This design comes from an exercise in tuning for small area and a short achievable clock period on the open sky130 flow, not from production work. For this run, only the layout was checked, not whether the RTL still works.

==> design.v <==
package defines;
localparam  XLEN                    = 32;
localparam  FLEN                    = 32;
localparam  NUM_REGS                = XLEN;
localparam  REG_WIDTH               = $clog2(NUM_REGS);
localparam  NUM_EXE_PIPES           = 4;  
localparam  NUM_IO_CORES            = 4;  
localparam  EXE_PIPE_ID_ALU         = 0;
localparam  EXE_PIPE_ID_LSU         = 1;
localparam  EXE_PIPE_ID_MUL         = 2;
localparam  EXE_PIPE_ID_DIV         = 3;
localparam  ICACHE_NUM_WAYS         = 4;
localparam  ICACHE_NUM_SETS         = 64;
localparam  ICACHE_CL_SIZE          = 64;  
localparam  ICACHE_NUM_BLOCK_BITS   = $clog2(ICACHE_CL_SIZE);
localparam  ICACHE_NUM_SET_BITS     = $clog2(ICACHE_NUM_SETS);
localparam  ICACHE_NUM_TAG_BITS     = 32 - (ICACHE_NUM_BLOCK_BITS + ICACHE_NUM_SET_BITS);
localparam  ICACHE_NUM_WAY_BITS     = $clog2(ICACHE_NUM_WAYS);
localparam  DCACHE_NUM_WAYS         = 4;
localparam  DCACHE_NUM_SETS         = 128;
localparam  DCACHE_CL_SIZE          = 64;  
localparam  DCACHE_NUM_BLOCK_BITS   = $clog2(DCACHE_CL_SIZE);
localparam  DCACHE_NUM_SET_BITS     = $clog2(DCACHE_NUM_SETS);
localparam  DCACHE_NUM_TAG_BITS     = 32 - (DCACHE_NUM_BLOCK_BITS + DCACHE_NUM_SET_BITS);
localparam  DCACHE_NUM_WAY_BITS     = $clog2(DCACHE_NUM_WAYS);
typedef struct packed {
    logic[ICACHE_NUM_TAG_BITS-1:0]      tag_idx;
    logic[ICACHE_NUM_SET_BITS-1:0]      set_idx;
    logic[ICACHE_NUM_BLOCK_BITS-1:0]    block_idx;
} ifu_address_t;
typedef struct packed {
    logic[DCACHE_NUM_TAG_BITS-1:0]      tag_idx;
    logic[DCACHE_NUM_SET_BITS-1:0]      set_idx;
    logic[DCACHE_NUM_BLOCK_BITS-1:0]    block_idx;
} lsu_address_t;
typedef logic[ICACHE_NUM_TAG_BITS-1:0]  icache_tag_t;
typedef logic[DCACHE_NUM_TAG_BITS-1:0]  dcache_tag_t;
typedef enum logic[NUM_EXE_PIPES-1:0] {
    EXE_PIPE_INVALID    = 0,
    EXE_PIPE_ALU        = 1 << EXE_PIPE_ID_ALU,
    EXE_PIPE_LSU        = 1 << EXE_PIPE_ID_LSU,
    EXE_PIPE_MUL        = 1 << EXE_PIPE_ID_MUL,
    EXE_PIPE_DIV        = 1 << EXE_PIPE_ID_DIV
} exe_pipe_e;
typedef enum logic[6:0] {
    INSTR_OPCODE_ALU_MUL_DIV_R  = 7'b0110011,    
    INSTR_OPCODE_ALU_BRANCH     = 7'b1100011,    
    INSTR_OPCODE_ALU_I          = 7'b0010011,    
    INSTR_OPCODE_ALU_JALR       = 7'b1100111,    
    INSTR_OPCODE_ALU_JAL        = 7'b1101111,    
    INSTR_OPCODE_ALU_LUI        = 7'b0110111,    
    INSTR_OPCODE_ALU_AUIPC      = 7'b0010111,    
    INSTR_OPCODE_LSU_LOAD       = 7'b0000011,    
    INSTR_OPCODE_LSU_STORE      = 7'b0100011,    
    INSTR_OPCODE_FENCE          = 7'b0001111,    
    INSTR_OPCODE_CSR            = 7'b1110011     
} instr_opcode_e;
typedef enum logic[3:0] {
    ALU_OP_ADD      = 4'b0000,
    ALU_OP_SUB      = 4'b1000,
    ALU_OP_SLL      = 4'b0001,
    ALU_OP_LT       = 4'b0010,
    ALU_OP_LTU      = 4'b0011,
    ALU_OP_XOR      = 4'b0100,
    ALU_OP_SRL      = 4'b0101,
    ALU_OP_SRA      = 4'b1101,
    ALU_OP_OR       = 4'b0110,
    ALU_OP_AND      = 4'b0111,
    ALU_OP_LUI      = 4'b1111,
    ALU_OP_AUIPC    = 4'b1110
} alu_op_e;
typedef enum logic[1:0] {
    MUL_OP_MUL      = 2'b00,
    MUL_OP_MULH     = 2'b01,
    MUL_OP_MULHSU   = 2'b10,
    MUL_OP_MULHU    = 2'b11
} mul_op_e;
typedef enum logic[1:0] {
    DIV_OP_DIV  = 2'b00,
    DIV_OP_DIVU = 2'b01,
    DIV_OP_REM  = 2'b10,
    DIV_OP_REMU = 2'b11
} div_op_e;
typedef enum logic[2:0] {
    IMM_TYPE_I  = 3'b000,
    IMM_TYPE_S  = 3'b001,
    IMM_TYPE_B  = 3'b010,
    IMM_TYPE_J  = 3'b011,
    IMM_TYPE_SH = 3'b100,
    IMM_TYPE_U  = 3'b101
} imm_type_e;
typedef enum logic[2:0] {
    BRANCH_OP_BEQ   = 3'b000,
    BRANCH_OP_BNE   = 3'b001,
    BRANCH_OP_BLT   = 3'b100,
    BRANCH_OP_BGE   = 3'b101,
    BRANCH_OP_BLTU  = 3'b110,
    BRANCH_OP_BGEU  = 3'b111
} branch_op_e;
typedef enum logic[2:0] {
    LOAD_OP_LB  = 3'b000,
    LOAD_OP_LH  = 3'b001,
    LOAD_OP_LW  = 3'b010,
    LOAD_OP_LBU = 3'b100,
    LOAD_OP_LHU = 3'b101
} load_op_e;
typedef enum logic[1:0] {
    STORE_OP_SB = 2'b00,
    STORE_OP_SH = 2'b01,
    STORE_OP_SW = 2'b10
} store_op_e;
typedef enum logic[2:0] {
    CSR_OP_RW   = 3'b001,
    CSR_OP_RS   = 3'b010,
    CSR_OP_RC   = 3'b011,
    CSR_OP_RWI  = 3'b101,
    CSR_OP_RSI  = 3'b110,
    CSR_OP_RCI  = 3'b111
} csr_op_e;
typedef enum logic[11:0] {
    CSR_REG_DCACHE_FLUSH    = 12'h3a0
} csr_reg_e;
typedef struct packed {
    logic       branch_taken;
    logic[29:0] branch_target;
} btp_info_t;
typedef struct packed {
    ifu_address_t                       fetched_pc;
    logic[ICACHE_NUM_WAYS-1:0]          valid_bits;
    icache_tag_t[ICACHE_NUM_WAYS-1:0]   tags_read;
} ift_ifd_inf_t;
typedef struct packed {
    logic                           cache_miss;
    logic                           resume_fetch;
    logic[ICACHE_NUM_WAYS-1:0]      update_tag_en;
    logic[ICACHE_NUM_SET_BITS-1:0]  update_tag_set;
    icache_tag_t                    update_tag;
} ifd_ift_inf_t;
typedef struct packed {
    logic[31:0] pc;
    logic[31:0] pc_inc;
    logic[31:0] instr;
} ifd_id_inf_t;
typedef struct packed {
    logic[REG_WIDTH-1:0]    a1;
    logic[REG_WIDTH-1:0]    a2;
    logic[REG_WIDTH-1:0]    rd;
    logic[31:0]             pc;
    logic[31:0]             pc_inc;
    logic[31:0]             imm_ext;
    logic                   register_write;
    logic                   branch, jal, jalr;
    branch_op_e             branch_op;
    btp_info_t              btp_info;
    logic                   result_src;
    logic                   mem_store;
    logic                   mem_load;
    logic                   icache_invalidate;
    logic                   dcache_flush;
    alu_op_e                alu_control;
    mul_op_e                mul_control;
    div_op_e                div_control;
    logic[2:0]              lsu_control;
    logic                   alu_src;
    exe_pipe_e              exe_pipe;
} id_ix_inf_t;
typedef struct packed {
    logic                   icache_invalidate;
    logic                   register_write;
    logic                   branch, jump;
    btp_info_t              btp_info;
    branch_op_e             branch_op;
    logic                   result_src;
    alu_op_e                alu_control;
    logic[REG_WIDTH-1:0]    rd;
    logic[31:0]             pc;
    logic[31:0]             pc_inc;
    logic[31:0]             pc_base;
    logic[31:0]             rs1;
    logic[31:0]             rs2;
    logic[31:0]             imm_ext;
} ix_alu_inf_t;
typedef struct packed {
    logic[REG_WIDTH-1:0]    rd;
    logic                   register_write;
    logic                   mem_store;
    logic                   mem_load;
    logic                   dcache_flush;
    logic[2:0]              lsu_control;
    logic[31:0]             write_data;
    logic[31:0]             rs1;
    logic[31:0]             imm_ext;
    logic[31:0]             pc;
} ix_lst_inf_t;
typedef struct packed {
    logic                               register_write;
    logic                               mem_store;
    logic                               mem_load;
    logic                               dcache_flush;
    logic                               cacheable_mem_access;
    logic                               unaligned_mem_access;
    logic[REG_WIDTH-1:0]                rd;
    lsu_address_t                       mem_addr;
    load_op_e                           mem_load_op;
    logic[3:0]                          write_strobe;
    logic[31:0]                         write_data;
    logic[31:0]                         pc;
    logic[31:0]                         dcache_flush_start_addr;
    logic[31:0]                         dcache_flush_end_addr;
    logic[DCACHE_NUM_WAYS-1:0]          valid_bits;
    dcache_tag_t[DCACHE_NUM_WAYS-1:0]   tags_read;
    logic                               io_rd_en;
    logic                               io_wr_en;
    logic[NUM_IO_CORES-1:0]             io_cs;
} lst_lsd_inf_t;
typedef struct packed {
    logic[DCACHE_NUM_WAYS-1:0]      update_tag_en;
    logic[DCACHE_NUM_SET_BITS-1:0]  update_tag_set;
    logic[DCACHE_NUM_SET_BITS-1:0]  evict_set;
    dcache_tag_t                    update_tag;
} lsd_lst_inf_t;
typedef struct packed {
    logic[REG_WIDTH-1:0]    rd;
    logic[31:0]             rs1;
    logic[31:0]             rs2;
    mul_op_e                mul_control;
} ix_mul_inf_t;
typedef struct packed {
    logic[REG_WIDTH-1:0]    rd;
    logic[31:0]             rs1;
    logic[31:0]             rs2;
    div_op_e                div_control;
} ix_div_inf_t;
typedef struct packed {
    logic                   do_branch;
    logic                   icache_invalidate;
    logic[31:0]             branch_target;
    logic[31:0]             control_flow_pc;
    logic                   register_write;
    logic[REG_WIDTH-1:0]    rd;
    logic[31:0]             exe_result;
} alu_wb_inf_t;
typedef struct packed {
    logic                   do_branch;
    logic[31:0]             control_flow_pc;
    logic                   register_write;
    logic                   unaligned_mem_access;
    logic[1:0]              load_selector;
    load_op_e               load_control;
    logic[REG_WIDTH-1:0]    rd;
    logic[31:0]             load_result;
    logic[31:0]             branch_target;
} lsd_wb_inf_t;
typedef struct packed {
    logic[4:0]  rd;
    logic[31:0] result;
} mul_wb_inf_t;
typedef struct packed {
    logic[4:0]  rd;
    logic[31:0] result;
} div_wb_inf_t;
typedef struct packed {
    logic                   wr_en;
    logic[REG_WIDTH-1:0]    rd;
    logic[31:0]             wr_data;
} wb_ix_inf_t;
endpackage
module shift_register
#
(
    parameter WIDTH         = 1,     
    parameter DELAY_COUNT   = 3      
)
(
    input logic             clk,
    input logic[WIDTH-1:0]  d,
    output logic[WIDTH-1:0] q 
);
    logic[WIDTH-1:0]   q_reg[DELAY_COUNT-1:0];
    always_ff @(posedge clk) begin
        for (integer i = 0; i < DELAY_COUNT-1; i=i+1)
            q_reg[i + 1] <= q_reg[i];
        q_reg[0] <= d;
    end
    assign q = q_reg[DELAY_COUNT-1];
endmodule
module pipelined_divider
(
    input logic         aclk,
    input logic         s_axis_divisor_tvalid,
    input logic[31:0]   s_axis_divisor_tdata,
    input logic         s_axis_dividend_tvalid,
    input logic[31:0]   s_axis_dividend_tdata,
    output logic        m_axis_dout_tvalid,
    output logic[63:0]  m_axis_dout_tdata
);
    localparam NUM_STAGES = 14;
    logic           valid_reg[NUM_STAGES];
    logic[31:0]     rem_reg[NUM_STAGES];
    logic[31:0]     nq_reg[NUM_STAGES];      
    logic[31:0]     divisor_reg[NUM_STAGES];
    function automatic integer stage_bits(input integer s);
        stage_bits = (s < 4) ? 3 : 2;
    endfunction
    genvar s;
    generate
        for (s = 0; s < NUM_STAGES; s = s + 1) begin : stage
            logic       v_in;
            logic[31:0] r_in, nq_in, d_in;
            logic[31:0] r_out, nq_out;
            if (s == 0) begin : first
                assign v_in = s_axis_divisor_tvalid & s_axis_dividend_tvalid;
                assign r_in = 32'd0;
                assign nq_in = s_axis_dividend_tdata;
                assign d_in = s_axis_divisor_tdata;
            end else begin : rest
                assign v_in = valid_reg[s-1];
                assign r_in = rem_reg[s-1];
                assign nq_in = nq_reg[s-1];
                assign d_in = divisor_reg[s-1];
            end
            always_comb begin
                logic[32:0] tmp;
                logic[31:0] r, nq;
                r = r_in;
                nq = nq_in;
                for (integer b = 0; b < stage_bits(s); b = b + 1) begin
                    tmp = {r, nq[31]};
                    nq = {nq[30:0], 1'b0};
                    if (tmp >= {1'b0, d_in}) begin
                        r = tmp[31:0] - d_in;
                        nq[0] = 1'b1;
                    end else begin
                        r = tmp[31:0];
                    end
                end
                r_out = r;
                nq_out = nq;
            end
            always_ff @(posedge aclk) begin
                valid_reg[s] <= v_in;
                rem_reg[s] <= r_out;
                nq_reg[s] <= nq_out;
                divisor_reg[s] <= d_in;
            end
        end
    endgenerate
    assign m_axis_dout_tvalid = valid_reg[NUM_STAGES-1];
    assign m_axis_dout_tdata = {nq_reg[NUM_STAGES-1], rem_reg[NUM_STAGES-1]};
endmodule
module exe_mul
(
    input logic         clk, rst,
    input logic         wb_do_branch,
    input logic         ix_mul_valid,
    input defines::ix_mul_inf_t  ix_mul_inf,
    output logic        mul_valid,
    output defines::mul_wb_inf_t mul_wb_inf
);
    logic       s1_valid_reg;
    logic       s1_output_lower_reg;
    logic[4:0]  s1_rd_reg;
    logic[32:0] s1_a_reg, s1_b_reg;
    logic       s2_valid_reg;
    logic       s2_output_lower_reg;
    logic[4:0]  s2_rd_reg;
    logic[65:0] s2_result_reg;
    always_ff @(posedge clk) begin
        if (rst || wb_do_branch)
            s1_valid_reg <= 1'b0;
        else
            s1_valid_reg <= ix_mul_valid;
    end
    always_ff @(posedge clk) begin
        s1_output_lower_reg <= ix_mul_inf.mul_control == defines::MUL_OP_MUL;
        s1_a_reg <= {((ix_mul_inf.mul_control == defines::MUL_OP_MUL) || (ix_mul_inf.mul_control == defines::MUL_OP_MULHU)) ? 1'b0 : ix_mul_inf.rs1[31], ix_mul_inf.rs1};;
        s1_b_reg <= {(ix_mul_inf.mul_control == defines::MUL_OP_MULH) ? ix_mul_inf.rs2[31] : 1'b0, ix_mul_inf.rs2};
        s1_rd_reg <= ix_mul_inf.rd[4:0];  
    end
    always_ff @(posedge clk) begin
        s2_valid_reg <= s1_valid_reg;
        s2_output_lower_reg <= s1_output_lower_reg;
        s2_rd_reg <= s1_rd_reg;
        s2_result_reg <= $signed(s1_a_reg) * $signed(s1_b_reg);
    end
    always_ff @(posedge clk) begin
        mul_valid <= s2_valid_reg;
        mul_wb_inf.rd <= s2_rd_reg;
        mul_wb_inf.result <= s2_output_lower_reg ? s2_result_reg[31:0] : s2_result_reg[63:32];
    end
endmodule
module exe_div
(
    input logic         clk, rst,
    input logic         wb_do_branch,
    input logic         ix_div_valid,
    input defines::ix_div_inf_t  ix_div_inf,
    output logic        div_valid,
    output defines::div_wb_inf_t div_wb_inf
);
    localparam  PIPE_DIV_LATENCY = 14;
    logic           flip_sign_rem, flip_sign_qout;
    logic           div_valid_tmp;
    logic[4:0]      rd_dly;
    logic[63:0]     div_result_tmp;
    logic           flip_quot_sign_dly, flip_rem_sign_dly, div_op_dly;
    logic           div_input_valid_reg, div_valid_reg;
    logic[4:0]      rd_reg;
    logic[31:0]     divisor_reg, dividend_reg, div_output_reg;
    always_ff @(posedge clk) begin
        div_input_valid_reg <= ix_div_valid && !wb_do_branch && !rst;
        divisor_reg <= {((~ix_div_inf.div_control[0]) & ix_div_inf.rs2[31]) ? -$signed(ix_div_inf.rs2) : ix_div_inf.rs2};
        dividend_reg <= {((~ix_div_inf.div_control[0]) & ix_div_inf.rs1[31]) ? -$signed(ix_div_inf.rs1) : ix_div_inf.rs1};
    end
    pipelined_divider divider(
        .aclk(clk),
        .s_axis_divisor_tvalid(div_input_valid_reg),
        .s_axis_divisor_tdata(divisor_reg),
        .s_axis_dividend_tvalid(div_input_valid_reg),
        .s_axis_dividend_tdata(dividend_reg),
        .m_axis_dout_tvalid(div_valid_tmp),
        .m_axis_dout_tdata(div_result_tmp));
    always_ff @(posedge clk) begin
        div_valid_reg <= div_valid_tmp;
        rd_reg <= rd_dly;
        div_output_reg <= div_op_dly ? (flip_quot_sign_dly ? -$signed(div_result_tmp[63:32]) : div_result_tmp[63:32]) :
                          (flip_rem_sign_dly ? -$signed(div_result_tmp[31:0]) : div_result_tmp[31:0]);
    end
    shift_register #(.WIDTH(5), .DELAY_COUNT(PIPE_DIV_LATENCY+1)) dly_rd(
    	.clk(clk),
        .d(ix_div_inf.rd),
        .q(rd_dly));
    shift_register #(.WIDTH(1), .DELAY_COUNT(PIPE_DIV_LATENCY+1)) dly_flip_sign_rem(
        .clk(clk),
        .d(flip_sign_rem),
        .q(flip_rem_sign_dly));
    shift_register #(.WIDTH(1), .DELAY_COUNT(PIPE_DIV_LATENCY+1)) dly_flip_sign_qout(
        .clk(clk),
        .d(flip_sign_qout),
        .q(flip_quot_sign_dly));
    shift_register #(.WIDTH(1), .DELAY_COUNT(PIPE_DIV_LATENCY+1)) dly_div_op(
        .clk(clk),
        .d(~ix_div_inf.div_control[1]),  
        .q(div_op_dly));
    assign flip_sign_qout = (ix_div_inf.rs1[31] ^ ix_div_inf.rs2[31]) &
                            (~ix_div_inf.div_control[0]) &  
                            (|ix_div_inf.rs2);  
    assign flip_sign_rem = ix_div_inf.rs1[31] &
                           (~ix_div_inf.div_control[0]);  
    assign div_valid = div_valid_reg;
    assign div_wb_inf.rd = rd_reg;
    assign div_wb_inf.result = div_output_reg;
endmodule
module exe_muldiv
(
    input logic         clk, rst,
    input logic         wb_do_branch,
    input logic         ix_mul_valid,
    input logic[4:0]    ix_mul_rd,
    input logic[31:0]   ix_mul_rs1,
    input logic[31:0]   ix_mul_rs2,
    input logic[1:0]    ix_mul_op,
    input logic         ix_div_valid,
    input logic[4:0]    ix_div_rd,
    input logic[31:0]   ix_div_rs1,
    input logic[31:0]   ix_div_rs2,
    input logic[1:0]    ix_div_op,
    output logic        mul_valid,
    output logic[4:0]   mul_rd,
    output logic[31:0]  mul_result,
    output logic        div_valid,
    output logic[4:0]   div_rd,
    output logic[31:0]  div_result
);
    defines::ix_mul_inf_t    ix_mul_inf;
    defines::ix_div_inf_t    ix_div_inf;
    defines::mul_wb_inf_t    mul_wb_inf;
    defines::div_wb_inf_t    div_wb_inf;
    assign ix_mul_inf.rd = ix_mul_rd;
    assign ix_mul_inf.rs1 = ix_mul_rs1;
    assign ix_mul_inf.rs2 = ix_mul_rs2;
    assign ix_mul_inf.mul_control = defines::mul_op_e'(ix_mul_op);
    assign ix_div_inf.rd = ix_div_rd;
    assign ix_div_inf.rs1 = ix_div_rs1;
    assign ix_div_inf.rs2 = ix_div_rs2;
    assign ix_div_inf.div_control = defines::div_op_e'(ix_div_op);
    exe_mul mul(
        .clk(clk),
        .rst(rst),
        .wb_do_branch(wb_do_branch),
        .ix_mul_valid(ix_mul_valid),
        .ix_mul_inf(ix_mul_inf),
        .mul_valid(mul_valid),
        .mul_wb_inf(mul_wb_inf));
    exe_div div(
        .clk(clk),
        .rst(rst),
        .wb_do_branch(wb_do_branch),
        .ix_div_valid(ix_div_valid),
        .ix_div_inf(ix_div_inf),
        .div_valid(div_valid),
        .div_wb_inf(div_wb_inf));
    assign mul_rd = mul_wb_inf.rd;
    assign mul_result = mul_wb_inf.result;
    assign div_rd = div_wb_inf.rd;
    assign div_result = div_wb_inf.result;
endmodule
==> run.sh <==
#!/bin/bash
# synth_recipe.tcl (not shown) runs the flow's synth.tcl, then flattens the netlist and writes it again
# the make line also repeats each setting of config.mk as NAME=value (left out here)
make -C /OpenROAD-flow-scripts/flow DESIGN_CONFIG=/design/flow/config.mk WORK_HOME=/design/flow/orfs CLKGATE_MAP_FILE= SYNTH_SCRIPT=/design/flow/synth_recipe.tcl finish
==> config.mk <==
export PLATFORM = sky130hd
export DESIGN_NAME = exe_muldiv
export DESIGN_NICKNAME = exe_muldiv
export VERILOG_FILES = /design/flow/design.v
export SDC_FILE = /design/flow/constraint.sdc
export NUM_CORES = 4
export LEC_CHECK = 0
export CAP_MARGIN = 20
export CORE_MARGIN = 2
export CORE_UTILIZATION = 40
export SLEW_MARGIN = 20
==> constraint.sdc <==
create_clock -name core_clock -period 9.5 [get_ports {clk}]
set_input_delay 1.9000 -clock core_clock [delete_from_list [all_inputs] [get_ports {clk}]]
set_output_delay 1.9000 -clock core_clock [all_outputs]
set_load 0.01 [all_outputs]
==> results.txt <==
## worst paths after layout
path | from | slack [ns] | end | depth (start not counted)
worst max-delay path | div.divider.divisor_reg[2][2] | 0.38 | div.divider.rem_reg[3][30] | 38
worst min-delay path | div.divider.divisor_reg[7][12] | 0.28 | div.divider.divisor_reg[8][12] | 0
worst max register to register | div.divider.divisor_reg[2][2] | 0.38 | div.divider.rem_reg[3][30] | 38
worst min register to register | div.divider.divisor_reg[7][12] | 0.28 | div.divider.divisor_reg[8][12] | 0
## final cells by class
type,count,share of cell area
Clock inverter,102,0.00811
Timing Repair Buffer,473,0.0281
Inverter,1812,0.0455
Multi-Input combinational cell,11000,0.613
Tap cell,4407,0.0369
Sequential cell,1731,0.232
Antenna cell,13,0.000217
Clock buffer,256,0.0363
## worst max-delay path, delay by kind of cell, from the launching register on
kind	cells	cell delay [ns]
xor gates and xnor gates	1	0.08
buffers and inverters	5	0.92
muxes	3	0.96
DFF	1	0.45
AOI/OAI and AO/OA	20	4.67
adders and majority gates	3	1.16
and+or+nand+nor	6	0.80
## synth_stat cells (all sizes together), types with 96 or more instances
master / n
a21o: 419
a21oi: 965
and2: 341
and3: 101
clkbuf: 376
dfxtp: 1731
fa: 1156
ha: 1212
inv: 1809
mux2: 473
nand2: 1540
nand2b: 175
nand3: 246
nand4: 145
nor2: 671
nor2b: 134
nor3: 172
o21a: 188
o21ai: 814
o21bai: 138
o31ai: 96
xnor2: 649
xor2: 338
## cells by family (layout without fill, tap and decap cells)
group	Yosys count	count (layout)
adder cells (fa/ha/maj)	2368	2368
AO/OA/AOI/OAI	3263	3263
XOR/XNOR	987	987
other	0	13
flip-flops	1731	1731
AND/OR/NAND/NOR	3822	3822
multiplexers	522	522
buffers and inverters	2260	2643
## per-layer routing
metal,track usage,part of all wire,vias to the layer above
met5,0,0.000033,-
met4,0.0802,0.039,2
met3,0.0286,0.052,604
met2,0.366,0.46,2848
met1,0.304,0.45,51100
li1,-,-,50900
## repair_timing
| action | in CTS | in global routing |
|---|---|---|
| pin swaps | 0 | 4 |
| setup buffers | 0 | 4 |
| gates resized for setup | 2 | 56 |
| endpoints found under the setup margin | 29 | 105 |
## stage by stage
stage	cell area [sq um]	setup slack, ns
global route	150000	-0.0639
finish	150000	0.385
CTS	149000	0.00986
floorplan	135000	0.524
detailed placement	143000	-0.0487
global placement	143000	-0.191
==> impl_summary.txt <==
----------------------------------------------------
[Run status]
  Run status ... complete, no violations

[Synthesis]
  Synth Area in Compound Gates ... 0.153
  Largest cells by area after synthesis ... sky130_fd_sc_hd__dfxtp_1, sky130_fd_sc_hd__fa_1, sky130_fd_sc_hd__ha_1
  Yosys top cell area share ... 0.257
  Post-Syn Instances ... 15000
  Number of enable-type register cells in the synthesized netlist ... 0
  Yosys top cell by area ... sky130_fd_sc_hd__dfxtp_1
  Post-Syn Nets ... 17500
  Synth Area in XOR/XNOR ... 0.0642
  Synthesized area per cell ... 9.01 sq um
  Number of synthesized register bits ... 1731
  Combinational family with the most area after synthesis ... adder cells
  Primary flip-flop cell chosen by synthesis mapping ... sky130_fd_sc_hd__dfxtp_1
  Number of distinct standard cells referenced by the synthesized netlist ... 100
  Yosys Warn Count ... 11
  Portion of the post-synthesis area used by sequential elements ... 0.257
  Async S/R FF share, synth ... 0
  Mux cell area share after synthesis ... 0.0432
  Synthesized cell area ... 135000 sq um
  Post-Synth Adder-Cell Area ... 0.284
  Synth Area in Simple Gates ... 0.135

[Global routing]
  Largest net degree at the start of global routing ... 65
  Number of antenna violations at the first check in global routing ... 21
  Global-route wire length before repair ... 602000 um
  Overflow left after global routing ... 0
  Number of global-route vias before repair ... 103000
  Total global routing track utilization ... 0.224

[Timing]
  Final period util ... 0.960
  Worst hold slack across all endpoints ... 0.283 ns
  Transition time at the pin with the least slew margin ... 1.12 ns
  Number of failing setup endpoints in the final timing report ... 0
  Final period demand of the worst path ... 9.12 ns
  Number of pins with negative max-slew slack in the final report ... 0
  Max-Slew Margin vs Limit ... 0.247
  Final Hold Viols ... 0
  Setup TNS after final layout ... 0 ns
  Largest clock skew in the final design ... 0.111 ns
  Fmax achieved ... 110 MHz

[Floorplan]
  Overall die area ... 341000 sq um
  Chip width ... 584 um
  Core box area ... 336000 sq um
  Vertical die dimension ... 584 um
  Row count ... 213
  Initial Utilization ... 0.401
  Top-level I/O count ... 223

[Detailed routing]
  Antenna-violating nets left ... 0
  Vias after detailed routing ... 105000
  Number of design rule violations left after detail routing ... 0
  Detailed-route vias per instance ... 5.34
  Wire length reported by the detailed router ... 390000 um
  Drt pass-1 iters ... 6
  Detail-routed net length per standard cell ... 19.8 um
  Number of DRC markers after the initial detailed-route iteration ... 7087

[Finish]
  Syn-to-layout area delta ... 11.1%
  Non-filler cells, final ... 19800
  Area used by multi-input combinational logic ... 91700 sq um
  Most frequent cells in the layout ... sky130_fd_sc_hd__inv_1, sky130_fd_sc_hd__dfxtp_1, sky130_fd_sc_hd__nand2_1
  Reg area ... 34700 sq um
  Fill count ... 32700
  Fraction of the core area covered by cells at the end of the flow ... 0.446
  Share of layout cells above drive strength 1 ... 0.0784
  Final net count ... 17700
  Most common cell after layout, fill and taps aside ... sky130_fd_sc_hd__inv_1

[Clocking]
  CTS tree ... built
  Hold-fix buffers, CTS ... 0
  Clock transition at the register clock pins on the worst setup and hold paths after CTS ... 0.06 ns
  Buffers from clock root to sink, at most ... 4
  Cts bufs inserted ... 199
  Worst skew pair latency ... 0.91 ns
  Root buf cell ... sky130_fd_sc_hd__clkbuf_16
  Max H-tree Level ... 4
  Number of clock sinks ... 1731

[Critical path]
  Largest incremental delay on the critical path ... 0.49 ns
  Maximum fanout along the worst path ... 21
  Data arrival, critical path ... 9.89 ns
  Cell repeated most along the worst path ... sky130_fd_sc_hd__a21oi_1
  Endpoint class of the critical path ... flip-flop
  Crit start category ... flip-flop
  Required time reported for the critical path endpoint ... 10.27 ns
  Crit Path Class ... reg -> reg
  Crit-path slowest cell ... sky130_fd_sc_hd__a2111o_1

[Placement]
  Port Buffers ... 222
  Placed cell count ... 19400
  Detailed-placement wirelength estimate ... 323000 um
  Final GP Congestion ... 0.956

[Min path]
  Worst hold path class ... reg -> reg

[Flow run]
  Max cap viols ... 0

----------------------------------------------------

-- separate check: timing with driven ports --
No port has a modelled driver above. Below, the same layout with a new extraction and two added sets of constraints. Step 1 assumes that a clkbuf_16 drives the clock port and a buf_2 every other input. Step 2 adds t to the input delays and takes it off the output delays; t is the mean of the earliest and latest rising clock arrival at the registers after step 1. Input paths then give back, and output paths get back, about the clock's delay inside the block. a / b / c = no drivers / after step 1 / after step 2; a / b = the first two.
shift t [ns]: 0.956
setup slack, ns: 0.385 / 0.385 / 0.385
hold slack, ns: 0.283 / 0.283 / 0.283
cell pins on the clock port's net: 1
After both steps this run still meets setup and hold. For this run, drivers alone change the setup slack by 0.000 ns; drivers and shift together by 0.000 ns.
